Source: an optimization exercise on an open RTL-to-GDS flow (aim: small area and a short achievable clock period). Production flows keep margins and buffers that such runs may drop. Function was checked by simulation only, so behaviour that the tests miss may differ from the original. No activity file was given, so power comes from the tool's default toggle rates.

File: constraint.sdc
create_clock -name core_clock -period 5.5 [get_ports {S_AXI_ACLK}]
set_input_delay 1.1000 -clock core_clock [delete_from_list [all_inputs] [get_ports {S_AXI_ACLK}]]
set_output_delay 1.1000 -clock core_clock [all_outputs]
set_load 0.01 [all_outputs]
File: config.mk
export PLATFORM = sky130hd
export DESIGN_NAME = axim2wbsp
export DESIGN_NICKNAME = axim2wbsp
export VERILOG_FILES = /design/flow/design.v
export SDC_FILE = /design/flow/constraint.sdc
export NUM_CORES = 4
export LEC_CHECK = 0
export CAP_MARGIN = 20
export CORE_MARGIN = 2
export CORE_UTILIZATION = 40
export PLACE_DENSITY = 0.6
export SLEW_MARGIN = 20
File: run.sh
#!/bin/bash
# synth_recipe.tcl (not shown) runs the flow's synth.tcl, then flattens the netlist and writes it again
# the make line also repeats each setting of config.mk as NAME=value (left out here)
make -C /OpenROAD-flow-scripts/flow DESIGN_CONFIG=/design/flow/config.mk WORK_HOME=/design/flow/orfs CLKGATE_MAP_FILE= SYNTH_SCRIPT=/design/flow/synth_recipe.tcl finish
File: design.v
`default_nettype none
module	axi_addr #(
		parameter	AW = 32,
				DW = 32,
		localparam	LENB = 8
	) (
		input	wire	[AW-1:0]	i_last_addr,
		input	wire	[2:0]		i_size,  
		input	wire	[1:0]		i_burst,  
		input	wire	[LENB-1:0]	i_len,
		output	reg	[AW-1:0]	o_next_addr
	);
	localparam		DSZ = $clog2(DW)-3;
	localparam [1:0]	FIXED     = 2'b00;
	reg	[AW-1:0]	wrap_mask, increment;
	always @(*)
	begin
		increment = 0;
		if (i_burst != 0)
		begin
			if (DSZ == 0)
				increment = 1;
			else if (DSZ == 1)
				increment = (i_size[0]) ? 2 : 1;
			else if (DSZ == 2)
				increment = (i_size[1]) ? 4 : ((i_size[0]) ? 2 : 1);
			else if (DSZ == 3)
				case(i_size[1:0])
				2'b00: increment = 1;
				2'b01: increment = 2;
				2'b10: increment = 4;
				2'b11: increment = 8;
				endcase
			else
				increment = (1<<i_size);
		end
	end
	always @(*)
	begin
		wrap_mask = 1;
		if (DSZ < 2)
			wrap_mask = wrap_mask | ({{(AW-4){1'b0}},i_len[3:0]} << (i_size[0]));
		else if (DSZ < 4)
			wrap_mask = wrap_mask | ({{(AW-4){1'b0}},i_len[3:0]} << (i_size[1:0]));
		else
			wrap_mask = wrap_mask | ({{(AW-4){1'b0}},i_len[3:0]} << (i_size));
		if (AW > 12)
			wrap_mask[(AW-1):((AW>12)? 12:(AW-1))] = 0;
	end
	always @(*)
	begin
		o_next_addr = i_last_addr + increment;
		if (i_burst != FIXED)
		begin
			if (DSZ < 2)
			begin
				if (i_size[0])
					o_next_addr[0] = 0;
			end else if (DSZ < 4)
			begin
				case(i_size[1:0])
				2'b00:  o_next_addr = o_next_addr;
				2'b01:  o_next_addr[  0] = 0;
				2'b10:  o_next_addr[(AW-1>1) ? 1 : (AW-1):0]= 0;
				2'b11:  o_next_addr[(AW-1>2) ? 2 : (AW-1):0]= 0;
				endcase
			end else begin
				case(i_size)
				3'b001:  o_next_addr[  0] = 0;
				3'b010:  o_next_addr[(AW-1>1) ? 1 : (AW-1):0]=0;
				3'b011:  o_next_addr[(AW-1>2) ? 2 : (AW-1):0]=0;
				3'b100:  o_next_addr[(AW-1>3) ? 3 : (AW-1):0]=0;
				3'b101:  o_next_addr[(AW-1>4) ? 4 : (AW-1):0]=0;
				3'b110:  o_next_addr[(AW-1>5) ? 5 : (AW-1):0]=0;
				3'b111:  o_next_addr[(AW-1>6) ? 6 : (AW-1):0]=0;
				default: o_next_addr = o_next_addr;
				endcase
			end
		end
		if (i_burst[1])
		begin
			o_next_addr[AW-1:0] = (i_last_addr & ~wrap_mask)
					| (o_next_addr & wrap_mask);
		end
		if (AW > 12)
			o_next_addr[AW-1:((AW>12)? 12:(AW-1))]
				= i_last_addr[AW-1:((AW>12) ? 12:(AW-1))];
	end
	/*verilator lint_off UNUSED*/
	wire	unused;
	assign	unused = (LENB <= 4) ? &{1'b0, i_len[0] }
				: &{ 1'b0, i_len[LENB-1:4], i_len[0] };
	/*verilator lint_on UNUSED*/
endmodule
`default_nettype	none
module sfifo #(
		parameter	BW=8,	 
		parameter 	LGFLEN=4,
		parameter [0:0]	OPT_ASYNC_READ = 1'b1,
		parameter [0:0]	OPT_WRITE_ON_FULL = 1'b0,
		parameter [0:0]	OPT_READ_ON_EMPTY = 1'b0
	) (
		input	wire		i_clk,
		input	wire		i_reset,
		input	wire		i_wr,
		input	wire [(BW-1):0]	i_data,
		output	wire 		o_full,
		output	reg [LGFLEN:0]	o_fill,
		input	wire		i_rd,
		output	reg [(BW-1):0]	o_data,
		output	wire		o_empty	 
	);
	localparam	FLEN=(1<<LGFLEN);
	reg			r_full, r_empty;
	reg	[(BW-1):0]	mem[0:(FLEN-1)];
	reg	[LGFLEN:0]	wr_addr, rd_addr;
	reg	[LGFLEN-1:0]	rd_next;
	wire	w_wr = (i_wr && !o_full);
	wire	w_rd = (i_rd && !o_empty);
	always @(posedge i_clk)
	if (i_reset)
		o_fill <= 0;
	else case({ w_wr, w_rd })
	2'b01: o_fill <= o_fill - 1;
	2'b10: o_fill <= o_fill + 1;
	default: o_fill <= wr_addr - rd_addr;
	endcase
	always @(posedge i_clk)
	if (i_reset)
		r_full <= 0;
	else case({ w_wr, w_rd})
	2'b01: r_full <= 1'b0;
	2'b10: r_full <= (o_fill == { 1'b0, {(LGFLEN){1'b1}} });
	default: r_full <= (o_fill == { 1'b1, {(LGFLEN){1'b0}} });
	endcase
	assign	o_full = (i_rd && OPT_WRITE_ON_FULL) ? 1'b0 : r_full;
	always @(posedge i_clk)
	if (i_reset)
		wr_addr <= 0;
	else if (w_wr)
		wr_addr <= wr_addr + 1'b1;
	always @(posedge i_clk)
	if (w_wr)
		mem[wr_addr[(LGFLEN-1):0]] <= i_data;
	always @(posedge i_clk)
	if (i_reset)
		rd_addr <= 0;
	else if (w_rd)
		rd_addr <= rd_addr + 1;
	always @(*)
		rd_next = rd_addr[LGFLEN-1:0] + 1;
	always @(posedge i_clk)
	if (i_reset)
		r_empty <= 1'b1;
	else case ({ w_wr, w_rd })
	2'b01: r_empty <= (o_fill <= 1);
	2'b10: r_empty <= 1'b0;
	default: begin end
	endcase
	assign	o_empty = (OPT_READ_ON_EMPTY && i_wr) ? 1'b0 : r_empty;
	generate if (OPT_ASYNC_READ && OPT_READ_ON_EMPTY)
	begin : ASYNCHRONOUS_READ_ON_EMPTY
		always @(*)
		begin
			o_data = mem[rd_addr[LGFLEN-1:0]];
			if (r_empty)
				o_data = i_data;
		end
	end else if (OPT_ASYNC_READ)
	begin : ASYNCHRONOUS_READ
		always @(*)
			o_data = mem[rd_addr[LGFLEN-1:0]];
	end else begin : REGISTERED_READ
		reg		bypass_valid;
		reg [BW-1:0]	bypass_data, rd_data;
		always @(posedge i_clk)
		if (i_reset)
			bypass_valid <= 0;
		else if (r_empty || i_rd)
			bypass_valid <= i_wr && (r_empty || (i_rd && o_fill == 1));
		always @(posedge i_clk)
		if (r_empty || i_rd)
			bypass_data <= i_data;
		always @(posedge i_clk)
		if (w_rd)
			rd_data <= mem[rd_next];
		always @(*)
		if (OPT_READ_ON_EMPTY && r_empty)
			o_data = i_data;
		else if (bypass_valid)
			o_data = bypass_data;
		else
			o_data = rd_data;
	end endgenerate
	/*verilator lint_off UNUSED*/
	wire	[LGFLEN-1:0]	unused;
	assign	unused = rd_next;
	/*verilator lint_on UNUSED*/
endmodule
`default_nettype wire
`default_nettype none
module skidbuffer #(
		parameter	[0:0]	OPT_LOWPOWER = 0,
		parameter	[0:0]	OPT_OUTREG = 1,
		parameter	[0:0]	OPT_PASSTHROUGH = 0,
		parameter		DW = 8,
		parameter	[0:0]	OPT_INITIAL = 1'b1
	) (
		input	wire			i_clk, i_reset,
		input	wire			i_valid,
		output	wire			o_ready,
		input	wire	[DW-1:0]	i_data,
		output	wire			o_valid,
		input	wire			i_ready,
		output	reg	[DW-1:0]	o_data
	);
	wire	[DW-1:0]	w_data;
	generate if (OPT_PASSTHROUGH)
	begin : PASSTHROUGH
		assign	{ o_valid, o_ready } = { i_valid, i_ready };
		always @(*)
		if (!i_valid && OPT_LOWPOWER)
			o_data = 0;
		else
			o_data = i_data;
		assign	w_data = 0;
		/*verilator lint_off UNUSED*/
		wire	unused_passthrough;
		assign	unused_passthrough = &{ 1'b0, i_clk, i_reset };
		/*verilator lint_on UNUSED*/
	end else begin : LOGIC
		reg			r_valid;
		reg	[DW-1:0]	r_data;
		always @(posedge i_clk)
		if (i_reset)
			r_valid <= 0;
		else if ((i_valid && o_ready) && (o_valid && !i_ready))
			r_valid <= 1;
		else if (i_ready)
			r_valid <= 0;
		always @(posedge i_clk)
		if (OPT_LOWPOWER && i_reset)
			r_data <= 0;
		else if (OPT_LOWPOWER && (!o_valid || i_ready))
			r_data <= 0;
		else if ((!OPT_LOWPOWER || !OPT_OUTREG || i_valid) && o_ready)
			r_data <= i_data;
		assign	w_data = r_data;
		assign o_ready = !r_valid;
		if (!OPT_OUTREG)
		begin : NET_OUTPUT
			assign	o_valid = !i_reset && (i_valid || r_valid);
			always @(*)
			if (r_valid)
				o_data = r_data;
			else if (!OPT_LOWPOWER || i_valid)
				o_data = i_data;
			else
				o_data = 0;
		end else begin : REG_OUTPUT
			reg	ro_valid;
			always @(posedge i_clk)
			if (i_reset)
				ro_valid <= 0;
			else if (!o_valid || i_ready)
				ro_valid <= (i_valid || r_valid);
			assign	o_valid = ro_valid;
			always @(posedge i_clk)
			if (OPT_LOWPOWER && i_reset)
				o_data <= 0;
			else if (!o_valid || i_ready)
			begin
				if (r_valid)
					o_data <= r_data;
				else if (!OPT_LOWPOWER || i_valid)
					o_data <= i_data;
				else
					o_data <= 0;
			end
		end
	end endgenerate
	/*verilator lint_off UNUSED*/
	wire	unused;
	assign	unused = &{ 1'b0, w_data };
	/*verilator lint_on UNUSED*/
endmodule
`default_nettype	none
module	wbarbiter #(
		parameter		DW=32, AW=32,
		parameter		SCHEME="ALTERNATING",
		parameter [0:0]		OPT_ZERO_ON_IDLE = 1'b0,
		parameter [31:0]	F_MAX_STALL = 3,
		parameter [31:0]	F_MAX_ACK_DELAY = 3,
		parameter [31:0]	F_LGDEPTH=3
	) (
		input	wire			i_clk, i_reset,
		input	wire			i_a_cyc, i_a_stb, i_a_we,
		input	wire	[(AW-1):0]	i_a_adr,
		input	wire	[(DW-1):0]	i_a_dat,
		input	wire	[(DW/8-1):0]	i_a_sel,
		output	wire			o_a_ack, o_a_stall, o_a_err,
		input	wire			i_b_cyc, i_b_stb, i_b_we,
		input	wire	[(AW-1):0]	i_b_adr,
		input	wire	[(DW-1):0]	i_b_dat,
		input	wire	[(DW/8-1):0]	i_b_sel,
		output	wire			o_b_ack, o_b_stall, o_b_err,
		output	wire			o_cyc, o_stb, o_we,
		output	wire	[(AW-1):0]	o_adr,
		output	wire	[(DW-1):0]	o_dat,
		output	wire	[(DW/8-1):0]	o_sel,
		input	wire			i_ack, i_stall, i_err
	);
	reg	r_a_owner;
	assign o_cyc = (r_a_owner) ? i_a_cyc : i_b_cyc;
	generate if (SCHEME == "PRIORITY")
	begin : PRI
		always @(posedge i_clk)
			if (!i_b_cyc)
				r_a_owner <= 1'b1;
			else if ((i_b_stb)&&(!i_a_cyc))
				r_a_owner <= 1'b0;
	end else if (SCHEME == "ALTERNATING")
	begin : ALT
		reg	last_owner;
		always @(posedge i_clk)
			if (i_reset)
				last_owner <= 1'b0;
			else if ((i_a_cyc)&&(r_a_owner))
				last_owner <= 1'b1;
			else if ((i_b_cyc)&&(!r_a_owner))
				last_owner <= 1'b0;
		always @(posedge i_clk)
			if ((!i_a_cyc)&&(!i_b_cyc))
				r_a_owner <= !last_owner;
			else if ((r_a_owner)&&(!i_a_cyc))
			begin
				if (i_b_stb)
					r_a_owner <= 1'b0;
			end else if ((!r_a_owner)&&(!i_b_cyc))
			begin
				if (i_a_stb)
					r_a_owner <= 1'b1;
			end
	end else  
	begin : LST
		always @(posedge i_clk)
			if ((!i_a_cyc)&&(i_b_stb))
				r_a_owner <= 1'b0;
			else if ((!i_b_cyc)&&(i_a_stb))
				r_a_owner <= 1'b1;
	end endgenerate
	assign o_we  = (r_a_owner) ? i_a_we  : i_b_we;
	generate if (OPT_ZERO_ON_IDLE)
	begin : ZERO_IDLE
		assign o_stb     = (o_cyc)? ((r_a_owner) ? i_a_stb : i_b_stb):0;
		assign o_adr     = (o_stb)? ((r_a_owner) ? i_a_adr : i_b_adr):0;
		assign o_dat     = (o_stb)? ((r_a_owner) ? i_a_dat : i_b_dat):0;
		assign o_sel     = (o_stb)? ((r_a_owner) ? i_a_sel : i_b_sel):0;
		assign o_a_ack   = (o_cyc)&&( r_a_owner) ? i_ack   : 1'b0;
		assign o_b_ack   = (o_cyc)&&(!r_a_owner) ? i_ack   : 1'b0;
		assign o_a_stall = (o_cyc)&&( r_a_owner) ? i_stall : 1'b1;
		assign o_b_stall = (o_cyc)&&(!r_a_owner) ? i_stall : 1'b1;
		assign o_a_err   = (o_cyc)&&( r_a_owner) ? i_err : 1'b0;
		assign o_b_err   = (o_cyc)&&(!r_a_owner) ? i_err : 1'b0;
	end else begin : LOW_LOGIC
		assign o_stb = (r_a_owner) ? i_a_stb : i_b_stb;
		assign o_adr = (r_a_owner) ? i_a_adr : i_b_adr;
		assign o_dat = (r_a_owner) ? i_a_dat : i_b_dat;
		assign o_sel = (r_a_owner) ? i_a_sel : i_b_sel;
		assign	o_a_ack   = ( r_a_owner) ? i_ack   : 1'b0;
		assign	o_b_ack   = (!r_a_owner) ? i_ack   : 1'b0;
		assign	o_a_stall = ( r_a_owner) ? i_stall : 1'b1;
		assign	o_b_stall = (!r_a_owner) ? i_stall : 1'b1;
		assign	o_a_err = ( r_a_owner) ? i_err : 1'b0;
		assign	o_b_err = (!r_a_owner) ? i_err : 1'b0;
	end endgenerate
	/*verilator lint_off UNUSED*/
	wire	unused;
	assign	unused = &{ 1'b0, i_reset, F_LGDEPTH, F_MAX_STALL,
					F_MAX_ACK_DELAY };
	/*verilator lint_on UNUSED*/
endmodule
`default_nettype wire
`default_nettype	none
module	aximrd2wbsp #(
		parameter C_AXI_ID_WIDTH	= 6,  
		parameter C_AXI_DATA_WIDTH	= 32, 
		parameter C_AXI_ADDR_WIDTH	= 28,	 
		localparam AXI_LSBS		= $clog2(C_AXI_DATA_WIDTH/8),
		localparam AW			= C_AXI_ADDR_WIDTH - AXI_LSBS,
		parameter LGFIFO                =  3,
		parameter [0:0] OPT_SWAP_ENDIANNESS = 1'b0,
		parameter [0:0] OPT_SIZESEL	= 1
	) (
		input	wire			S_AXI_ACLK,	 
		input	wire			S_AXI_ARESETN,	 
		input	wire			S_AXI_ARVALID,
		output	wire			S_AXI_ARREADY,
		input wire	[C_AXI_ID_WIDTH-1:0]	S_AXI_ARID,
		input	wire	[C_AXI_ADDR_WIDTH-1:0]	S_AXI_ARADDR,
		input	wire	[7:0]		S_AXI_ARLEN,
		input	wire	[2:0]		S_AXI_ARSIZE,
		input	wire	[1:0]		S_AXI_ARBURST,
		input	wire	[0:0]		S_AXI_ARLOCK,
		input	wire	[3:0]		S_AXI_ARCACHE,
		input	wire	[2:0]		S_AXI_ARPROT,
		input	wire	[3:0]		S_AXI_ARQOS,
		output	reg			S_AXI_RVALID,
		input	wire			S_AXI_RREADY,
		output	wire [C_AXI_ID_WIDTH-1:0] S_AXI_RID,
		output	wire [C_AXI_DATA_WIDTH-1:0] S_AXI_RDATA,
		output	wire 			S_AXI_RLAST,
		output	reg [1:0]		S_AXI_RRESP,
		output	reg				o_wb_cyc,
		output	reg				o_wb_stb,
		output	reg [(AW-1):0]			o_wb_addr,
		output	wire [(C_AXI_DATA_WIDTH/8-1):0]	o_wb_sel,
		input	wire				i_wb_stall,
		input	wire				i_wb_ack,
		input	wire [(C_AXI_DATA_WIDTH-1):0]	i_wb_data,
		input	wire				i_wb_err
	);
	wire				w_reset;
	wire				lastid_fifo_full, lastid_fifo_empty,
					resp_fifo_full, resp_fifo_empty;
	wire	[LGFIFO:0]		lastid_fifo_fill, resp_fifo_fill;
	reg				last_stb, last_ack, err_state;
	reg	[C_AXI_ID_WIDTH-1:0]	axi_id;
	reg	[7:0]			stblen;
	wire				skid_arvalid;
	wire	[C_AXI_ID_WIDTH-1:0]	skid_arid; 
	wire	[C_AXI_ADDR_WIDTH-1:0]	skid_araddr; 
	wire	[7:0]			skid_arlen; 
	wire	[2:0]			skid_arsize; 
	wire	[1:0]			skid_arburst; 
	reg				fifo_nearfull;
	wire				accept_request;
	reg	[1:0]			axi_burst;
	reg	[2:0]			axi_size;
	reg	[C_AXI_DATA_WIDTH/8-1:0] axi_strb;
	reg	[7:0]			axi_len;
	reg	[C_AXI_ADDR_WIDTH-1:0]	axi_addr;
	wire	[C_AXI_ADDR_WIDTH-1:0]	next_addr;
	wire				response_err;
	wire				lastid_fifo_wr;
	reg				midissue, wb_empty;
	reg	[LGFIFO+7:0]		acks_expected;
	reg	[C_AXI_DATA_WIDTH-1:0]	read_data;
	assign	w_reset = (S_AXI_ARESETN == 1'b0);
	skidbuffer #(
		.OPT_OUTREG(0),
		.DW(C_AXI_ID_WIDTH + C_AXI_ADDR_WIDTH + 8 + 3 + 2)
	) axirqbuf(S_AXI_ACLK, !S_AXI_ARESETN,
		S_AXI_ARVALID, S_AXI_ARREADY,
			{ S_AXI_ARID, S_AXI_ARADDR, S_AXI_ARLEN,
			  S_AXI_ARSIZE, S_AXI_ARBURST },
		skid_arvalid, accept_request,
			{ skid_arid, skid_araddr, skid_arlen,
			  skid_arsize, skid_arburst });
	assign	accept_request = (!err_state)
			&&((!o_wb_cyc)||(!i_wb_err))
			&&(!midissue
				||(o_wb_stb && last_stb && !i_wb_stall))
			&&(skid_arvalid)
			&&(wb_empty ||(skid_arid == axi_id));
	always @(posedge S_AXI_ACLK)
	if (w_reset)
	begin
		o_wb_stb <= 1'b0;
		o_wb_cyc <= 1'b0;
	end else if (err_state || (o_wb_cyc && i_wb_err))
	begin
		o_wb_cyc <= 1'b0;
		o_wb_stb <= 1'b0;
	end else if ((!o_wb_stb)||(!i_wb_stall))
	begin
		if (accept_request)
		begin
			o_wb_cyc <= 1'b1;
			if (lastid_fifo_full && (!S_AXI_RVALID||!S_AXI_RREADY))
				o_wb_stb <= 1'b0;
			else if (fifo_nearfull && midissue
				&& (!S_AXI_RVALID||!S_AXI_RREADY))
				o_wb_stb <= 1'b0;
			else
				o_wb_stb <= 1'b1;
		end else if (!o_wb_stb && midissue)
		begin
			if (S_AXI_RVALID)
				o_wb_stb <= S_AXI_RREADY;
		end else if (o_wb_stb && !last_stb)
		begin
			if (fifo_nearfull
				&& (!S_AXI_RVALID||!S_AXI_RREADY))
				o_wb_stb <= 1'b0;
		end else if (!o_wb_stb || last_stb)
		begin
			o_wb_stb <= 1'b0;
			if ((i_wb_ack)&&(last_ack))
				o_wb_cyc <= 1'b0;
			if (i_wb_err)
				o_wb_cyc <= 1'b0;
		end
	end
	always @(posedge S_AXI_ACLK)
	if (w_reset)
	begin
		stblen   <= 0;
		last_stb <= 0;
		midissue <= 0;
	end else if (accept_request)
	begin
		stblen   <= skid_arlen;
		last_stb <= (skid_arlen == 0);
		midissue <= 1'b1;
	end else if (lastid_fifo_wr)
	begin
		if (stblen > 0)
			stblen <= stblen - 1;
		last_stb <= (stblen == 1);
		midissue <= (stblen > 0);
	end
	always @(posedge S_AXI_ACLK)
	if (accept_request)
	begin
		axi_id    <= skid_arid;
		axi_burst <= skid_arburst;
		axi_size  <= skid_arsize;
		axi_len   <= skid_arlen;
		if (OPT_SIZESEL)
			axi_strb  <= (1<<(1<<(skid_arsize)))-1;
		else
			axi_strb  <= { (C_AXI_DATA_WIDTH/8){1'b1} };
	end
	axi_addr #(.AW(C_AXI_ADDR_WIDTH), .DW(C_AXI_DATA_WIDTH))
	next_read_addr(axi_addr, axi_size, axi_burst, axi_len, next_addr);
	always @(posedge S_AXI_ACLK)
	if (accept_request)
		axi_addr <= skid_araddr;
	else if (o_wb_stb && !i_wb_stall)
		axi_addr <= next_addr;
	always @(*)
		o_wb_addr = axi_addr[(C_AXI_ADDR_WIDTH-1):C_AXI_ADDR_WIDTH-AW];
	generate if (OPT_SIZESEL && C_AXI_DATA_WIDTH > 8)
	begin : MULTI_BYTE_SEL
		assign o_wb_sel = axi_strb << axi_addr[AXI_LSBS-1:0];
	end else begin : FULL_WORD_SEL
		assign	o_wb_sel = {(C_AXI_DATA_WIDTH/8){1'b1}};
		/*verilator lint_off UNUSED*/
		wire	unused_sel;
		assign	unused_sel = &{ 1'b0, axi_strb };
		/*verilator lint_on UNUSED*/
	end endgenerate
	assign	lastid_fifo_wr = (o_wb_stb && (i_wb_err || !i_wb_stall))
			||(err_state && midissue && !lastid_fifo_full);
	sfifo #(.BW(C_AXI_ID_WIDTH+1), .LGFLEN(LGFIFO))
	lastid_fifo(S_AXI_ACLK, w_reset,
		lastid_fifo_wr,
		{ axi_id, last_stb },
		lastid_fifo_full, lastid_fifo_fill,
		S_AXI_RVALID && S_AXI_RREADY,
		{ S_AXI_RID, S_AXI_RLAST },
		lastid_fifo_empty);
	generate if (OPT_SWAP_ENDIANNESS)
	begin : SWAP_ENDIANNESS
		integer	ik;
		always @(*)
		for(ik=0; ik<C_AXI_DATA_WIDTH/8; ik=ik+1)
			read_data[ik*8 +: 8]
				= i_wb_data[(C_AXI_DATA_WIDTH-(ik+1)*8) +: 8];
	end else begin : KEEP_ENDIANNESS
		always @(*)
			read_data = i_wb_data;
	end endgenerate
	sfifo #(.BW(C_AXI_DATA_WIDTH+1), .LGFLEN(LGFIFO))
	resp_fifo(S_AXI_ACLK, w_reset,
		o_wb_cyc && (i_wb_ack || i_wb_err), { read_data, i_wb_err },
		resp_fifo_full, resp_fifo_fill,
		S_AXI_RVALID && S_AXI_RREADY,
		{ S_AXI_RDATA, response_err },
		resp_fifo_empty);
	always @(posedge S_AXI_ACLK)
	if (!S_AXI_ARESETN || err_state)
		acks_expected <= 0;
	else case({ accept_request, o_wb_cyc && i_wb_ack })
	2'b01:	acks_expected <= acks_expected -1;
	2'b10:	acks_expected <= acks_expected+({{(LGFIFO){1'b0}},skid_arlen} + 1);
	2'b11:	acks_expected <= acks_expected+{{(LGFIFO){1'b0}},skid_arlen};
	default: begin end
	endcase
	always @(posedge S_AXI_ACLK)
	if (!S_AXI_ARESETN || err_state)
		last_ack <= 1;
	else case({ accept_request, i_wb_ack })
	2'b01:	last_ack <= (acks_expected <= 2);
	2'b10:	last_ack <= (acks_expected == 0)&&(skid_arlen == 0);
	2'b11:	last_ack <= (acks_expected < 2)&&(skid_arlen < 2)
				&&(!acks_expected[0]||!skid_arlen[0]);
	default: begin end
	endcase
	always @(posedge S_AXI_ACLK)
	if (!S_AXI_ARESETN)
		fifo_nearfull <= 1'b0;
	else case({ lastid_fifo_wr, S_AXI_RVALID && S_AXI_RREADY })
	2'b10: fifo_nearfull <= (lastid_fifo_fill >= (1<<LGFIFO)-2);
	2'b01: fifo_nearfull <= lastid_fifo_full;
	default: begin end
	endcase
	always @(posedge S_AXI_ACLK)
	if (!S_AXI_ARESETN || !o_wb_cyc)
		wb_empty <= 1'b1;
	else case({ lastid_fifo_wr, (i_wb_ack || i_wb_err) })
	2'b10: wb_empty <= 1'b0;
	2'b01: wb_empty <= (lastid_fifo_fill == resp_fifo_fill + 1);
	default: begin end
	endcase
	always @(*)
	begin
		S_AXI_RRESP[0] = 1'b0;
		S_AXI_RRESP[1] = response_err || (resp_fifo_empty && err_state);
		S_AXI_RVALID = !resp_fifo_empty
			|| (err_state && !lastid_fifo_empty);
	end
	always @(posedge S_AXI_ACLK)
	if (w_reset)
		err_state <= 1'b0;
	else if ((o_wb_cyc)&&(i_wb_err))
		err_state <= 1'b1;
	else if (lastid_fifo_empty && !midissue)
		err_state <= 1'b0;
	/*verilator lint_off UNUSED*/
	wire	unused;
	assign	unused = &{ 1'b0, S_AXI_ARLOCK, S_AXI_ARCACHE,
			S_AXI_ARPROT, S_AXI_ARQOS, resp_fifo_full };
	/*verilator lint_on UNUSED*/
endmodule
`default_nettype	none
module aximwr2wbsp #(
		parameter C_AXI_ID_WIDTH	= 6,
		parameter C_AXI_DATA_WIDTH	= 32,
		parameter C_AXI_ADDR_WIDTH	= 28,
		parameter [0:0] OPT_SWAP_ENDIANNESS = 1'b0,
		localparam AXI_LSBS		= $clog2(C_AXI_DATA_WIDTH)-3,
		localparam AW			= C_AXI_ADDR_WIDTH-AXI_LSBS,
		parameter LGFIFO                =  5
	) (
		input	wire			S_AXI_ACLK,	 
		input	wire			S_AXI_ARESETN,
		input	wire			S_AXI_AWVALID,
		output	wire			S_AXI_AWREADY,
		input	wire	[C_AXI_ID_WIDTH-1:0]	S_AXI_AWID,
		input	wire	[C_AXI_ADDR_WIDTH-1:0]	S_AXI_AWADDR,
		input	wire	[7:0]		S_AXI_AWLEN,
		input	wire	[2:0]		S_AXI_AWSIZE,
		input	wire	[1:0]		S_AXI_AWBURST,
		input	wire	[0:0]		S_AXI_AWLOCK,
		input	wire	[3:0]		S_AXI_AWCACHE,
		input	wire	[2:0]		S_AXI_AWPROT,
		input	wire	[3:0]		S_AXI_AWQOS,
		input	wire			S_AXI_WVALID,
		output	wire			S_AXI_WREADY,
		input	wire	[C_AXI_DATA_WIDTH-1:0]	S_AXI_WDATA,
		input	wire	[C_AXI_DATA_WIDTH/8-1:0] S_AXI_WSTRB,
		input	wire			S_AXI_WLAST,
		output	wire			S_AXI_BVALID,
		input	wire			S_AXI_BREADY,
		output	wire [C_AXI_ID_WIDTH-1:0] S_AXI_BID,
		output	wire [1:0]		S_AXI_BRESP,
		output	reg			o_wb_cyc,
		output	reg			o_wb_stb,
		output	reg [(AW-1):0]		o_wb_addr,
		output	reg [(C_AXI_DATA_WIDTH-1):0]	o_wb_data,
		output	reg [(C_AXI_DATA_WIDTH/8-1):0]	o_wb_sel,
		input	wire			i_wb_stall,
		input	wire			i_wb_ack,
		input	wire			i_wb_err
	);
	localparam DW			= C_AXI_DATA_WIDTH;
	wire			w_reset;
	wire			skid_awvalid;
	reg			accept_write_burst;
	wire [C_AXI_ID_WIDTH-1:0]	skid_awid;
	wire [C_AXI_ADDR_WIDTH-1:0]	skid_awaddr;
	wire	[7:0]		skid_awlen;
	wire	[2:0]		skid_awsize;
	wire	[1:0]		skid_awburst;
	wire				skid_wvalid, skid_wlast;
	reg				skid_wready;
	wire [C_AXI_DATA_WIDTH-1:0]	skid_wdata;
	wire [C_AXI_DATA_WIDTH/8-1:0]	skid_wstrb;
	reg				skid_awready;
	reg	[7:0]			axi_wlen, wlen;
	reg [C_AXI_ID_WIDTH-1:0]	axi_wid;
	reg [C_AXI_ADDR_WIDTH-1:0]	axi_waddr;
	wire [C_AXI_ADDR_WIDTH-1:0]	next_addr;
	reg	[1:0]			axi_wburst;
	reg	[2:0]			axi_wsize;
	reg	[LGFIFO+7:0]	acks_expected;
	reg	[LGFIFO:0]	writes_expected;
	reg			last_ack;
	reg			err_state;
	reg				read_ack_fifo;
	wire	[7:0]			fifo_ack_ln;
	reg	[8:0]			acklen;
	reg				ack_last, ack_err, ack_empty;
	reg	[LGFIFO:0]	total_fifo_fill;
	reg			total_fifo_full;
	wire			wb_ack_fifo_full, wb_ack_fifo_empty;
	wire	[LGFIFO:0]	wb_ack_fifo_fill;
	wire			err_fifo_full, err_fifo_empty;
	wire	[LGFIFO:0]	err_fifo_fill;
	reg			err_fifo_write;
	wire			bid_fifo_full, bid_fifo_empty;
	wire	[LGFIFO:0]	bid_fifo_fill;
	reg	[8:0]	next_acklen;
	reg	[1:0]	next_acklow;
	assign	w_reset = (S_AXI_ARESETN == 1'b0);
	skidbuffer #(
		.OPT_OUTREG(0),
		.DW(C_AXI_ADDR_WIDTH+C_AXI_ID_WIDTH+8+3+2))
	awskid(S_AXI_ACLK, !S_AXI_ARESETN, S_AXI_AWVALID, S_AXI_AWREADY,
		{ S_AXI_AWID, S_AXI_AWADDR, S_AXI_AWLEN,
			S_AXI_AWSIZE, S_AXI_AWBURST },
		skid_awvalid, accept_write_burst,
		{ skid_awid, skid_awaddr, skid_awlen,
			skid_awsize, skid_awburst });
	skidbuffer #(
		.OPT_OUTREG(0),
		.DW(C_AXI_DATA_WIDTH + C_AXI_DATA_WIDTH/8+1))
	wskid(S_AXI_ACLK, !S_AXI_ARESETN,
		S_AXI_WVALID, S_AXI_WREADY,
		{ S_AXI_WDATA, S_AXI_WSTRB, S_AXI_WLAST },
		skid_wvalid, skid_wready,
		{ skid_wdata, skid_wstrb, skid_wlast });
	always @(*)
	begin
		accept_write_burst = (skid_awready)&&(!o_wb_stb || !i_wb_stall)
				&&(!err_state)&&(skid_awvalid)
				&&(!total_fifo_full);
		if (axi_wid != skid_awid && (acks_expected > 0))
			accept_write_burst = 0;
		if (!skid_wvalid)
			accept_write_burst = 0;
	end
	always @(*)
		skid_wready = (!o_wb_stb || !i_wb_stall || err_state)
			&&(!skid_awready || accept_write_burst);
	always @(posedge S_AXI_ACLK)
	if (!S_AXI_ARESETN)
		skid_awready <= 1'b1;
	else if (accept_write_burst)
		skid_awready <= (skid_awlen == 0)&&(skid_wvalid)&&(skid_wlast);
	else if (skid_wvalid && skid_wready && skid_wlast)
		skid_awready <= 1'b1;
	always @(posedge S_AXI_ACLK)
	if (accept_write_burst)
	begin
		axi_wid   <= skid_awid;
		axi_waddr <= skid_awaddr;
		axi_wsize  <= skid_awsize;
		axi_wburst <= skid_awburst;
		axi_wlen   <= skid_awlen;
		wlen <= skid_awlen;
	end else if (skid_wvalid && skid_wready)
	begin
		axi_waddr <= next_addr;
		if (!skid_awready)
			wlen <= wlen - 1;
	end
	axi_addr #(.AW(C_AXI_ADDR_WIDTH), .DW(C_AXI_DATA_WIDTH))
	next_write_addr(axi_waddr, axi_wsize, axi_wburst, axi_wlen, next_addr);
	always @(posedge S_AXI_ACLK)
	if (!S_AXI_ARESETN || err_state || (o_wb_cyc && i_wb_err))
	begin
		o_wb_cyc <= 1'b0;
		o_wb_stb <= 1'b0;
	end else if (accept_write_burst)
	begin
		o_wb_cyc <= 1'b1;
		o_wb_stb <= skid_wvalid && skid_wready;
	end else begin
		if (!o_wb_stb || !i_wb_stall)
			o_wb_stb <= (!skid_awready)&&(skid_wvalid&&skid_wready);
		if (o_wb_cyc && last_ack && i_wb_ack && !skid_awvalid)
			o_wb_cyc <= 0;
	end
	always @(*)
		o_wb_addr = axi_waddr[C_AXI_ADDR_WIDTH-1:AXI_LSBS];
	generate if (OPT_SWAP_ENDIANNESS)
	begin : SWAP_ENDIANNESS
		integer	ik;
		always @(posedge S_AXI_ACLK)
		if (!o_wb_stb || !i_wb_stall)
		begin
			for(ik=0; ik<DW/8; ik=ik+1)
			begin
				o_wb_data[ik*8 +: 8]
					<= skid_wdata[(DW/8-1-ik)*8 +: 8];
				o_wb_sel[ik]  <= skid_wstrb[DW/8-1-ik];
			end
		end
	end else begin : KEEP_ENDIANNESS
		always @(posedge S_AXI_ACLK)
		if (!o_wb_stb || !i_wb_stall)
		begin
			o_wb_data <= skid_wdata;
			o_wb_sel  <= skid_wstrb;
		end
	end endgenerate
	always @(posedge S_AXI_ACLK)
	if (!S_AXI_ARESETN)
	begin
		writes_expected <= 0;
	end else case({skid_wvalid && skid_wready && skid_wlast,
			S_AXI_BVALID && S_AXI_BREADY })
	2'b01:	writes_expected <= writes_expected - 1;
	2'b10:	writes_expected <= writes_expected + 1;
	default: begin end
	endcase
	always @(posedge S_AXI_ACLK)
	if (!S_AXI_ARESETN || i_wb_err || err_state)
	begin
		acks_expected <= 0;
	end else case({skid_awvalid && accept_write_burst, {i_wb_ack|i_wb_err}})
	2'b01:	acks_expected <= acks_expected - 1;
	2'b10:	acks_expected <= acks_expected + ({{(LGFIFO){1'b0}},skid_awlen} + 1);
	2'b11:	acks_expected <= acks_expected +  {{(LGFIFO){1'b0}},skid_awlen};
	default: begin end
	endcase
	always @(posedge S_AXI_ACLK)
	if (!S_AXI_ARESETN || i_wb_err || err_state)
	begin
		last_ack <= 1;
	end else case({skid_awvalid && accept_write_burst, i_wb_ack })
	2'b01:	last_ack <= (acks_expected <= 2);
	2'b10:	last_ack <= (acks_expected == 0)&&(skid_awlen == 0);
	2'b11:	last_ack <= last_ack && (skid_awlen == 0);
	default: begin end
	endcase
	always @(posedge S_AXI_ACLK)
	if (!S_AXI_ARESETN)
		total_fifo_fill <= 0;
	else case({ accept_write_burst, S_AXI_BVALID && S_AXI_BREADY })
	2'b01: total_fifo_fill <= total_fifo_fill - 1;
	2'b10: total_fifo_fill <= total_fifo_fill + 1;
	default: begin end
	endcase
	always @(*)
		total_fifo_full = total_fifo_fill[LGFIFO];
	sfifo #(.BW(8), .LGFLEN(LGFIFO),
		.OPT_ASYNC_READ(1'b1))
	wb_ack_fifo(S_AXI_ACLK, !S_AXI_ARESETN,
		accept_write_burst, skid_awlen,
		wb_ack_fifo_full, wb_ack_fifo_fill,
		read_ack_fifo, fifo_ack_ln, wb_ack_fifo_empty);
	always @(*)
	begin
		read_ack_fifo = ack_last && (i_wb_ack || i_wb_err);
		if (err_state || ack_empty)
			read_ack_fifo = 1;
		if (wb_ack_fifo_empty)
			read_ack_fifo = 1'b0;
	end
	always @(*)
		next_acklen = fifo_ack_ln + ((acklen[0] ? 1:0)
				+ ((i_wb_ack|i_wb_err)? 0:1));
	always @(*)
		next_acklow = fifo_ack_ln[0] + ((acklen[0] ? 1:0)
				+ ((i_wb_ack|i_wb_err)? 0:1));
	always @(posedge S_AXI_ACLK)
	if (!S_AXI_ARESETN || err_state)
	begin
		acklen   <= 0;
		ack_last <= 0;
		ack_empty<= 1;
	end else if (read_ack_fifo)
	begin
		acklen   <= next_acklen;
		ack_last <= (fifo_ack_ln < 2)&&(next_acklow == 1);
		ack_empty<= (fifo_ack_ln == 0)&&(!acklen[0])
					&&(i_wb_ack || i_wb_err);
	end else if (i_wb_ack || i_wb_err)
	begin
		if (acklen > 0)
			acklen <= acklen - 1;
		ack_last <= (acklen == 2);
		ack_empty <= ack_last;
	end
	always @(posedge S_AXI_ACLK)
	if (read_ack_fifo)
	begin
		ack_err <= (wb_ack_fifo_empty) || err_state || i_wb_err;
	end else if (i_wb_ack || i_wb_err || err_state)
		ack_err <= ack_err || (i_wb_err || err_state);
	always @(posedge S_AXI_ACLK)
	if (!S_AXI_ARESETN)
		err_state <= 0;
	else if (o_wb_cyc && i_wb_err)
		err_state <= 1;
	else if ((total_fifo_fill == bid_fifo_fill)
		&&(total_fifo_fill == err_fifo_fill))
		err_state <= 0;
	always @(posedge S_AXI_ACLK)
	if (!S_AXI_ARESETN)
		err_fifo_write <= 0;
	else if (read_ack_fifo && ack_empty && fifo_ack_ln == 0)
		err_fifo_write <= (i_wb_ack || i_wb_err || err_state);
	else if (ack_last)
		err_fifo_write <= (i_wb_ack || i_wb_err || err_state);
	else
		err_fifo_write <= 1'b0;
	sfifo #(.BW(C_AXI_ID_WIDTH), .LGFLEN(LGFIFO))
	bid_fifo(S_AXI_ACLK, !S_AXI_ARESETN,
		skid_wvalid && skid_wready && skid_wlast,
			(total_fifo_fill == bid_fifo_fill) ? skid_awid:axi_wid,
		bid_fifo_full, bid_fifo_fill,
		S_AXI_BVALID & S_AXI_BREADY, S_AXI_BID, bid_fifo_empty);
	sfifo #(.BW(1), .LGFLEN(LGFIFO))
	err_fifo(S_AXI_ACLK, !S_AXI_ARESETN,
		err_fifo_write, { ack_err || i_wb_err },
		err_fifo_full, err_fifo_fill,
		S_AXI_BVALID & S_AXI_BREADY, S_AXI_BRESP[1], err_fifo_empty);
	assign	S_AXI_BVALID = !bid_fifo_empty && !err_fifo_empty;
	assign	S_AXI_BRESP[0]= 1'b0;
	/*verilator lint_on UNUSED*/
	wire	unused;
	assign	unused = &{ 1'b0, S_AXI_AWBURST, S_AXI_AWSIZE,
			S_AXI_AWLOCK, S_AXI_AWCACHE, S_AXI_AWPROT,
			S_AXI_AWQOS, S_AXI_WLAST,
			wb_ack_fifo_full, wb_ack_fifo_fill,
			bid_fifo_full, err_fifo_full,
			w_reset
			};
	/*verilator lint_off UNUSED*/
endmodule
`default_nettype	none
module axim2wbsp #(
		parameter C_AXI_ID_WIDTH = 2,  
		parameter  C_AXI_DATA_WIDTH  = 32, 
		parameter  C_AXI_ADDR_WIDTH	= 28,	 
		localparam AXI_LSBS		= $clog2(C_AXI_DATA_WIDTH)-3,
		localparam DW			= C_AXI_DATA_WIDTH,
		localparam AW			= C_AXI_ADDR_WIDTH - AXI_LSBS,
		parameter  LGFIFO		= 5,
		parameter [0:0]	OPT_SWAP_ENDIANNESS = 1'b0,
		parameter [0:0]	OPT_READONLY	= 1'b0,
		parameter [0:0]	OPT_WRITEONLY	= 1'b0
	) (
		input	wire			S_AXI_ACLK,	 
		input	wire			S_AXI_ARESETN,
		input	wire			S_AXI_AWVALID,
		output	wire			S_AXI_AWREADY,
		input	wire	[C_AXI_ID_WIDTH-1:0]	S_AXI_AWID,
		input	wire	[C_AXI_ADDR_WIDTH-1:0]	S_AXI_AWADDR,
		input	wire	[7:0]		S_AXI_AWLEN,
		input	wire	[2:0]		S_AXI_AWSIZE,
		input	wire	[1:0]		S_AXI_AWBURST,
		input	wire	[0:0]		S_AXI_AWLOCK,
		input	wire	[3:0]		S_AXI_AWCACHE,
		input	wire	[2:0]		S_AXI_AWPROT,
		input	wire	[3:0]		S_AXI_AWQOS,
		input	wire			S_AXI_WVALID,
		output	wire			S_AXI_WREADY, 
		input	wire [C_AXI_DATA_WIDTH-1:0]   S_AXI_WDATA,
		input	wire [C_AXI_DATA_WIDTH/8-1:0] S_AXI_WSTRB,
		input	wire			S_AXI_WLAST,
		output	wire 			S_AXI_BVALID, 
		input	wire			S_AXI_BREADY,
		output	wire [C_AXI_ID_WIDTH-1:0] S_AXI_BID,
		output	wire [1:0]		S_AXI_BRESP,
		input	wire			S_AXI_ARVALID,
		output	wire			S_AXI_ARREADY,
		input	wire [C_AXI_ID_WIDTH-1:0]   S_AXI_ARID,
		input	wire [C_AXI_ADDR_WIDTH-1:0] S_AXI_ARADDR,
		input	wire	[7:0]		S_AXI_ARLEN,
		input	wire	[2:0]		S_AXI_ARSIZE,
		input	wire	[1:0]		S_AXI_ARBURST,
		input	wire	[0:0]		S_AXI_ARLOCK,
		input	wire	[3:0]		S_AXI_ARCACHE,
		input	wire	[2:0]		S_AXI_ARPROT,
		input	wire	[3:0]		S_AXI_ARQOS,
		output	wire			S_AXI_RVALID,   
		input	wire			S_AXI_RREADY,   
		output	wire [C_AXI_ID_WIDTH-1:0]   S_AXI_RID,  
		output	wire [C_AXI_DATA_WIDTH-1:0] S_AXI_RDATA, 
		output	wire			S_AXI_RLAST,    
		output	wire [1:0]		S_AXI_RRESP,    
		output	wire				o_reset,
		output	wire				o_wb_cyc,
		output	wire				o_wb_stb,
		output	wire				o_wb_we,
		output	wire [(AW-1):0]			o_wb_addr,
		output	wire [(C_AXI_DATA_WIDTH-1):0]	o_wb_data,
		output	wire [(C_AXI_DATA_WIDTH/8-1):0]	o_wb_sel,
		input	wire				i_wb_stall,
		input	wire				i_wb_ack,
		input	wire [(C_AXI_DATA_WIDTH-1):0]	i_wb_data,
		input	wire				i_wb_err
	);
	wire	[(AW-1):0]			w_wb_addr, r_wb_addr;
	wire	[(C_AXI_DATA_WIDTH-1):0]	w_wb_data;
	wire	[(C_AXI_DATA_WIDTH/8-1):0]	w_wb_sel, r_wb_sel;
	wire	r_wb_err, r_wb_cyc, r_wb_stb, r_wb_stall, r_wb_ack;
	wire	w_wb_err, w_wb_cyc, w_wb_stb, w_wb_stall, w_wb_ack;
	wire	r_wb_we, w_wb_we;
	assign	r_wb_we = 1'b0;
	assign	w_wb_we = 1'b1;
	generate if (!OPT_READONLY)
	begin : AXI_WR
		aximwr2wbsp #(
			.C_AXI_ID_WIDTH(C_AXI_ID_WIDTH),
			.C_AXI_DATA_WIDTH(C_AXI_DATA_WIDTH),
			.C_AXI_ADDR_WIDTH(C_AXI_ADDR_WIDTH),
			.OPT_SWAP_ENDIANNESS(OPT_SWAP_ENDIANNESS),
			.LGFIFO(LGFIFO)
		) axi_write_decoder(
			.S_AXI_ACLK(S_AXI_ACLK), .S_AXI_ARESETN(S_AXI_ARESETN),
			.S_AXI_AWVALID(S_AXI_AWVALID),
			.S_AXI_AWREADY(S_AXI_AWREADY),
			.S_AXI_AWID(   S_AXI_AWID),
			.S_AXI_AWADDR( S_AXI_AWADDR),
			.S_AXI_AWLEN(  S_AXI_AWLEN),
			.S_AXI_AWSIZE( S_AXI_AWSIZE),
			.S_AXI_AWBURST(S_AXI_AWBURST),
			.S_AXI_AWLOCK( S_AXI_AWLOCK),
			.S_AXI_AWCACHE(S_AXI_AWCACHE),
			.S_AXI_AWPROT( S_AXI_AWPROT),
			.S_AXI_AWQOS(  S_AXI_AWQOS),
			.S_AXI_WVALID( S_AXI_WVALID),
			.S_AXI_WREADY( S_AXI_WREADY),
			.S_AXI_WDATA(  S_AXI_WDATA),
			.S_AXI_WSTRB(  S_AXI_WSTRB),
			.S_AXI_WLAST(  S_AXI_WLAST),
			.S_AXI_BVALID(S_AXI_BVALID),
			.S_AXI_BREADY(S_AXI_BREADY),
			.S_AXI_BID(   S_AXI_BID),
			.S_AXI_BRESP( S_AXI_BRESP),
			.o_wb_cyc(  w_wb_cyc),
			.o_wb_stb(  w_wb_stb),
			.o_wb_addr( w_wb_addr),
			.o_wb_data( w_wb_data),
			.o_wb_sel(  w_wb_sel),
			.i_wb_ack(  w_wb_ack),
			.i_wb_stall(w_wb_stall),
			.i_wb_err(  w_wb_err)
		);
	end else begin : NO_WRITE_CHANNEL
		assign	w_wb_cyc  = 0;
		assign	w_wb_stb  = 0;
		assign	w_wb_addr = 0;
		assign	w_wb_data = 0;
		assign	w_wb_sel  = 0;
		assign	S_AXI_AWREADY = 0;
		assign	S_AXI_WREADY  = 0;
		assign	S_AXI_BVALID  = 0;
		assign	S_AXI_BRESP   = 2'b11;
		assign	S_AXI_BID     = 0;
	end endgenerate
	generate if (!OPT_WRITEONLY)
	begin : AXI_RD
		aximrd2wbsp #(
			.C_AXI_ID_WIDTH(C_AXI_ID_WIDTH),
			.C_AXI_DATA_WIDTH(C_AXI_DATA_WIDTH),
			.C_AXI_ADDR_WIDTH(C_AXI_ADDR_WIDTH),
			.OPT_SWAP_ENDIANNESS(OPT_SWAP_ENDIANNESS),
			.LGFIFO(LGFIFO)
		) axi_read_decoder(
			.S_AXI_ACLK(S_AXI_ACLK), .S_AXI_ARESETN(S_AXI_ARESETN),
			.S_AXI_ARVALID(S_AXI_ARVALID),
			.S_AXI_ARREADY(S_AXI_ARREADY),
			.S_AXI_ARID(   S_AXI_ARID),
			.S_AXI_ARADDR( S_AXI_ARADDR),
			.S_AXI_ARLEN(  S_AXI_ARLEN),
			.S_AXI_ARSIZE( S_AXI_ARSIZE),
			.S_AXI_ARBURST(S_AXI_ARBURST),
			.S_AXI_ARLOCK( S_AXI_ARLOCK),
			.S_AXI_ARCACHE(S_AXI_ARCACHE),
			.S_AXI_ARPROT( S_AXI_ARPROT),
			.S_AXI_ARQOS(  S_AXI_ARQOS),
			.S_AXI_RVALID(S_AXI_RVALID),
			.S_AXI_RREADY(S_AXI_RREADY),
			.S_AXI_RID(   S_AXI_RID),
			.S_AXI_RDATA( S_AXI_RDATA),
			.S_AXI_RLAST( S_AXI_RLAST),
			.S_AXI_RRESP( S_AXI_RRESP),
			.o_wb_cyc(  r_wb_cyc),
			.o_wb_stb(  r_wb_stb),
			.o_wb_addr( r_wb_addr),
			.o_wb_sel(  r_wb_sel),
			.i_wb_ack(  r_wb_ack),
			.i_wb_stall(r_wb_stall),
			.i_wb_data( i_wb_data),
			.i_wb_err(  r_wb_err)
		);
	end else begin : NO_READ_CHANNEL
		assign	r_wb_cyc  = 0;
		assign	r_wb_stb  = 0;
		assign	r_wb_addr = 0;
		assign S_AXI_ARREADY = 0;
		assign S_AXI_RVALID  = 0;
		assign S_AXI_RID     = 0;
		assign S_AXI_RDATA   = 0;
		assign S_AXI_RLAST   = 0;
		assign S_AXI_RRESP   = 0;
	end endgenerate
	generate if (OPT_READONLY)
	begin : ARB_RD
		assign	o_wb_cyc  = r_wb_cyc;
		assign	o_wb_stb  = r_wb_stb;
		assign	o_wb_we   = r_wb_we;
		assign	o_wb_addr = r_wb_addr;
		assign	o_wb_data = 0;
		assign	o_wb_sel  = r_wb_sel;
		assign	r_wb_ack  = i_wb_ack;
		assign	r_wb_stall= i_wb_stall;
		assign	r_wb_ack  = i_wb_ack;
		assign	r_wb_err  = i_wb_err;
	end else if (OPT_WRITEONLY)
	begin : ARB_WR
		assign	o_wb_cyc  = w_wb_cyc;
		assign	o_wb_stb  = w_wb_stb;
		assign	o_wb_we   = w_wb_we;
		assign	o_wb_addr = w_wb_addr;
		assign	o_wb_data = w_wb_data;
		assign	o_wb_sel  = w_wb_sel;
		assign	w_wb_ack  = i_wb_ack;
		assign	w_wb_stall= i_wb_stall;
		assign	w_wb_ack  = i_wb_ack;
		assign	w_wb_err  = i_wb_err;
	end else begin : ARB_WB
		wbarbiter	#(.DW(DW), .AW(AW))
		readorwrite(S_AXI_ACLK, o_reset,
			r_wb_cyc, r_wb_stb, r_wb_we, r_wb_addr, w_wb_data, r_wb_sel,
				r_wb_ack, r_wb_stall, r_wb_err,
			w_wb_cyc, w_wb_stb, w_wb_we, w_wb_addr, w_wb_data, w_wb_sel,
				w_wb_ack, w_wb_stall, w_wb_err,
			o_wb_cyc, o_wb_stb, o_wb_we, o_wb_addr, o_wb_data, o_wb_sel,
				i_wb_ack, i_wb_stall, i_wb_err
			);
	end endgenerate
	assign	o_reset = (S_AXI_ARESETN == 1'b0);
endmodule
==> results.sh <==
export IMPL_peakVddDrop_uv=362.3
export IMPL_ys_warn_count=11
export IMPL_cts_resized=0
export IMPL_nets=5331
export IMPL_rows=163
export IMPL_yosysSeqAreaShare_pct=69.06
export IMPL_grt_util_all_layers_pct=17.73
export IMPL_drive_gt1_share_pct=21.70
export IMPL_start_util_pct=40.32
export IMPL_max_freq_ghz=0.1944
export IMPL_die_y_um=450.3
export IMPL_p_leak_uw=0.02985
export IMPL_fin_crit_sh_pct=93.55
export IMPL_slew_viol_final=0
export IMPL_cts_root_buffer="clkbuf_16"
export IMPL_drc=0
export IMPL_cts_num_sinks=1938
export IMPL_final_common_cell="edfxtp_1"
export IMPL_synth_compound_area_share_pct=3.269
export IMPL_grt_pass1_wl_mm=271.9
export IMPL_regArea_um2=55060
export IMPL_routed_wl_mm=181.8
export IMPL_grt_antenna_before_repair=14
export IMPL_final_cell_mix="1622 x edfxtp_1, 429 x mux4_2, 325 x nor2_1"
export IMPL_synth_top_family_by_area="multiplexers"
export IMPL_min_from="AXI_RD.axi_read_decoder.axirqbuf.LOGIC.r_data[35]$_DFF_P_"
export IMPL_critPathArrivalTime_ns=4.05
export IMPL_power_density_nw_per_um2=403.1
export IMPL_grt_pass1_vias=42380
export IMPL_period_minus_slack_ns=5.145
export IMPL_synthFlopType="edfxtp_1"
export IMPL_reg2reg_depth=14
export IMPL_synthCells=4628
export IMPL_cts_hold_buf=0
export IMPL_synth_xor_area_share_pct=1.923
export IMPL_htreeDepth=4
export IMPL_clkLatencyLatePin_ns=0.86
export IMPL_finClkSkew_ns=0.07737
export IMPL_cts_tree="built"
export IMPL_cp_end_kind="output port"
export IMPL_synth_seq_cells=1938
export IMPL_hold_viol_final=0
export IMPL_synth_fa_ha_area_share_pct=2.343
export IMPL_rsz0062_at_grt="false"
export IMPL_status="complete, no violations"
export IMPL_placed_area_um2=86350
export IMPL_cts_buffer_depth=3
export IMPL_max_cap_viol_count=0
export IMPL_worst_path_largest_cell_delay_ns=0.73
export IMPL_dieWidth_um=450.3
export IMPL_instances_no_fill=7817
export IMPL_synth_area_um2=79690
export IMPL_grt_max_degree=75
export IMPL_dr_pass1_iters=5
export IMPL_avgSynthCellArea_um2=17.22
export IMPL_ant_nets=0
export IMPL_whs_endpoint="AXI_RD.axi_read_decoder.axirqbuf.LOGIC.r_data[35]$_DFF_P_"
export IMPL_io_pins=301
export IMPL_vias_per_cell=5.397
export IMPL_grt_overflow_total=0
export IMPL_cp_start_kind="register"
export IMPL_drt_iter0_markers=3499
export IMPL_r2r_slack_ns=1.38
export IMPL_setup_violations=0
export IMPL_worstSetupPathType="reg2out"
export IMPL_numCtsBuffers=197
export IMPL_post_cts_repair_setup_buffers=0
export IMPL_fill_cells=16690
export IMPL_worstMarginPinSlew_ns=1.032
export IMPL_clkSlewWorstSetupHoldPaths_ns=0.06
export IMPL_ys_types=87
export IMPL_fin_area_um2=92980
export IMPL_place_congestion=0.8036
export IMPL_hold_path_class="reg2reg"
export IMPL_muxShareOfSynthArea_pct=16.16
export IMPL_slew_headroom_pct=30.99
export IMPL_synth_edff_count=1622
export IMPL_wl_per_cell_um=23.26
export IMPL_multi_input_area_um2=23420
export IMPL_area_growth_pct=16.68
export IMPL_synth_async_reset_ratio_pct=0
export IMPL_synthSimpleGateAreaFrac_pct=5.362
export IMPL_dp_cells=7439
export IMPL_path_cells="buf_4, buf_4, mux4_2, mux4_2, mux2_2, clkdlybuf4s50_1"
export IMPL_io_buffers=273
export IMPL_reg2reg_to="AXI_WR.axi_write_decoder.bid_fifo.o_fill[3]$_SDFF_PN0_"
export IMPL_r2r_start="AXI_WR.axi_write_decoder.awskid.LOGIC.r_valid$_SDFFE_PN0P_"
export IMPL_die_area_um2=202800
export IMPL_cp_required_ns=4.40
export IMPL_crit_fanout=24
export IMPL_hpwl_mm=108.7
export IMPL_fp_coreArea_um2=197600
export IMPL_vias=42190
export IMPL_crit_slowest_cell="dfxtp_4"
export IMPL_finalPower_uw=37480
export IMPL_whs_path_depth=1
-- cells in the mapped netlist (47+ instances only) --
cell type | instances | area [um2]
inv_1 | 128 | 480.5
a21oi_1 | 109 | 545.5
buf_1 | 52 | 195.2
nor2_1 | 357 | 1340
nand2_1 | 227 | 852.1
nor3_1 | 47 | 235.2
xnor2_1 | 99 | 867.1
xor2_1 | 76 | 665.6
and3_1 | 48 | 300.3
ha_1 | 130 | 1627
edfxtp_1 | 1622 | 48710
dfxtp_1 | 316 | 6326
clkbuf_1 | 156 | 585.6
mux4_2 | 429 | 9662
mux2i_1 | 75 | 750.7
mux2_2 | 180 | 2027
o21ai_0 | 52 | 260.3
nand3_1 | 55 | 275.3
-- worst max-delay path: cells and delay by family, from the launching register on --
family | cells | cell delay, ns
DFF | 1 | 0.73
buffers and inverters | 3 | 1.22
muxes | 3 | 1.26
-- report_power, final --
| group | internal [uW] | total (uW) | switching (uW) | leakage (uW) |
|---|---|---|---|---|
| logic | 2950 | 6470 | 3530 | 0.00939 |
| clock network | 7730 | 13500 | 5750 | 0.00323 |
| registers | 17000 | 17500 | 518 | 0.0172 |
| total | 27700 | 37500 | 9800 | 0.0299 |
-- final cells by class --
type | count | share of cell area [%]
diodes | 1 | 0.002691
well taps | 2640 | 3.552
repair buffers | 405 | 4.392
flip-flops and latches | 1938 | 59.21
clock inverters | 117 | 1.360
multi-input cells | 2328 | 25.19
inverters | 130 | 0.5275
clock buffers | 258 | 5.767
-- flip-flops by register name, indices dropped and copies added, names as in the netlist, 9 cells and up, named ones only --
register,flops
AXI_WR.axi_write_decoder.awskid.LOGIC.r_data,42
AXI_WR.axi_write_decoder.axi_waddr,22
AXI_RD.axi_read_decoder.resp_fifo.mem,1056
AXI_WR.axi_write_decoder.wskid.LOGIC.r_data,37
AXI_RD.axi_read_decoder.acks_expected,13
AXI_RD.axi_read_decoder.lastid_fifo.mem,96
AXI_WR.axi_write_decoder.bid_fifo.mem,64
AXI_RD.axi_read_decoder.axi_addr,22
AXI_RD.axi_read_decoder.axirqbuf.LOGIC.r_data,43
AXI_WR.axi_write_decoder.acks_expected,13
AXI_WR.axi_write_decoder.o_wb_data,32
AXI_WR.axi_write_decoder.acklen,9
AXI_WR.axi_write_decoder.err_fifo.mem,32
AXI_WR.axi_write_decoder.wb_ack_fifo.mem,256
-- kinds of logic after synthesis --
logic type / Yosys count
other: 2
multiplexers: 701
AND/OR/NAND/NOR: 918
buffers and inverters: 364
flip-flops: 1938
XOR/XNOR: 175
adder cells (fa/ha/maj): 142
AO/OA/AOI/OAI: 388
-- per-layer routing --
layer / track usage (%) / up-vias / wire [um]
li1: - / 18890 / -
met3: 2.954 / 250 / 10110
met5: 0 / - / 47
met2: 29.67 / 1145 / 90030
met4: 4.294 / 8 / 3393
met1: 24.17 / 21900 / 78220
-- metrics by stage --
stage	setup slack (ns)	setup TNS, ns	hold WS, ns	utilization, %
after floorplan	-0.07125	-0.07125	0.4391	-
after global placement	0.09836	0	0.4509	43.70
after detailed placement	0.1058	0	0.4551	43.70
final	0.3546	0	0.4663	47.05
after global routing	0.1241	0	0.4810	47.05
after CTS	0.1583	0	0.4696	47.05
-- worst max path at each step --
stage | startpoint | endpoint | slack, ns
2_1_floorplan | i_wb_stall | AXI_WR.axi_write_decoder.total_fifo_fill[5]$_SDFFE_PN0P_ | -0.07
3_3_place_gp | S_AXI_ARESETN | AXI_WR.axi_write_decoder.bid_fifo.o_fill[3]$_SDFF_PN0_ | 0.1
3_5_place_dp | S_AXI_ARESETN | AXI_WR.axi_write_decoder.bid_fifo.o_fill[3]$_SDFF_PN0_ | 0.11
4_1_cts | register | S_AXI_RDATA[31] | 0.16
5_1_grt | register | S_AXI_RDATA[31] | 0.12
6_report | register | S_AXI_RDATA[31] | 0.35

[static timing again, ports no longer ideal]
The results above use ideal ports. As a check the final layout listed here was re-extracted and re-timed, cells and wires unchanged. Step 1 (the two cells are an assumption about what drives the block):
set clk [get_ports {S_AXI_ACLK}]
set_driving_cell -lib_cell sky130_fd_sc_hd__clkbuf_16 $clk
set_driving_cell -lib_cell sky130_fd_sc_hd__buf_2 [delete_from_list [all_inputs] $clk]
Step 2, shift: input delay + t, output delay - t, t = (earliest + latest rising clock arrival at the registers) / 2. This alone moves slack from input paths to output paths. Slacks: no drivers / after step 1 / after step 2; pairs: no drivers / after step 1.
t, ns: 0.910
setup slack, ns: 0.355 / 0.263 / 0.043
worst hold slack (ns): 0.466 / 0.466 / 0.466
After both steps setup and hold are still met in this run. For this run, drivers alone change the setup slack by -0.092 ns; drivers and shift together by -0.312 ns.
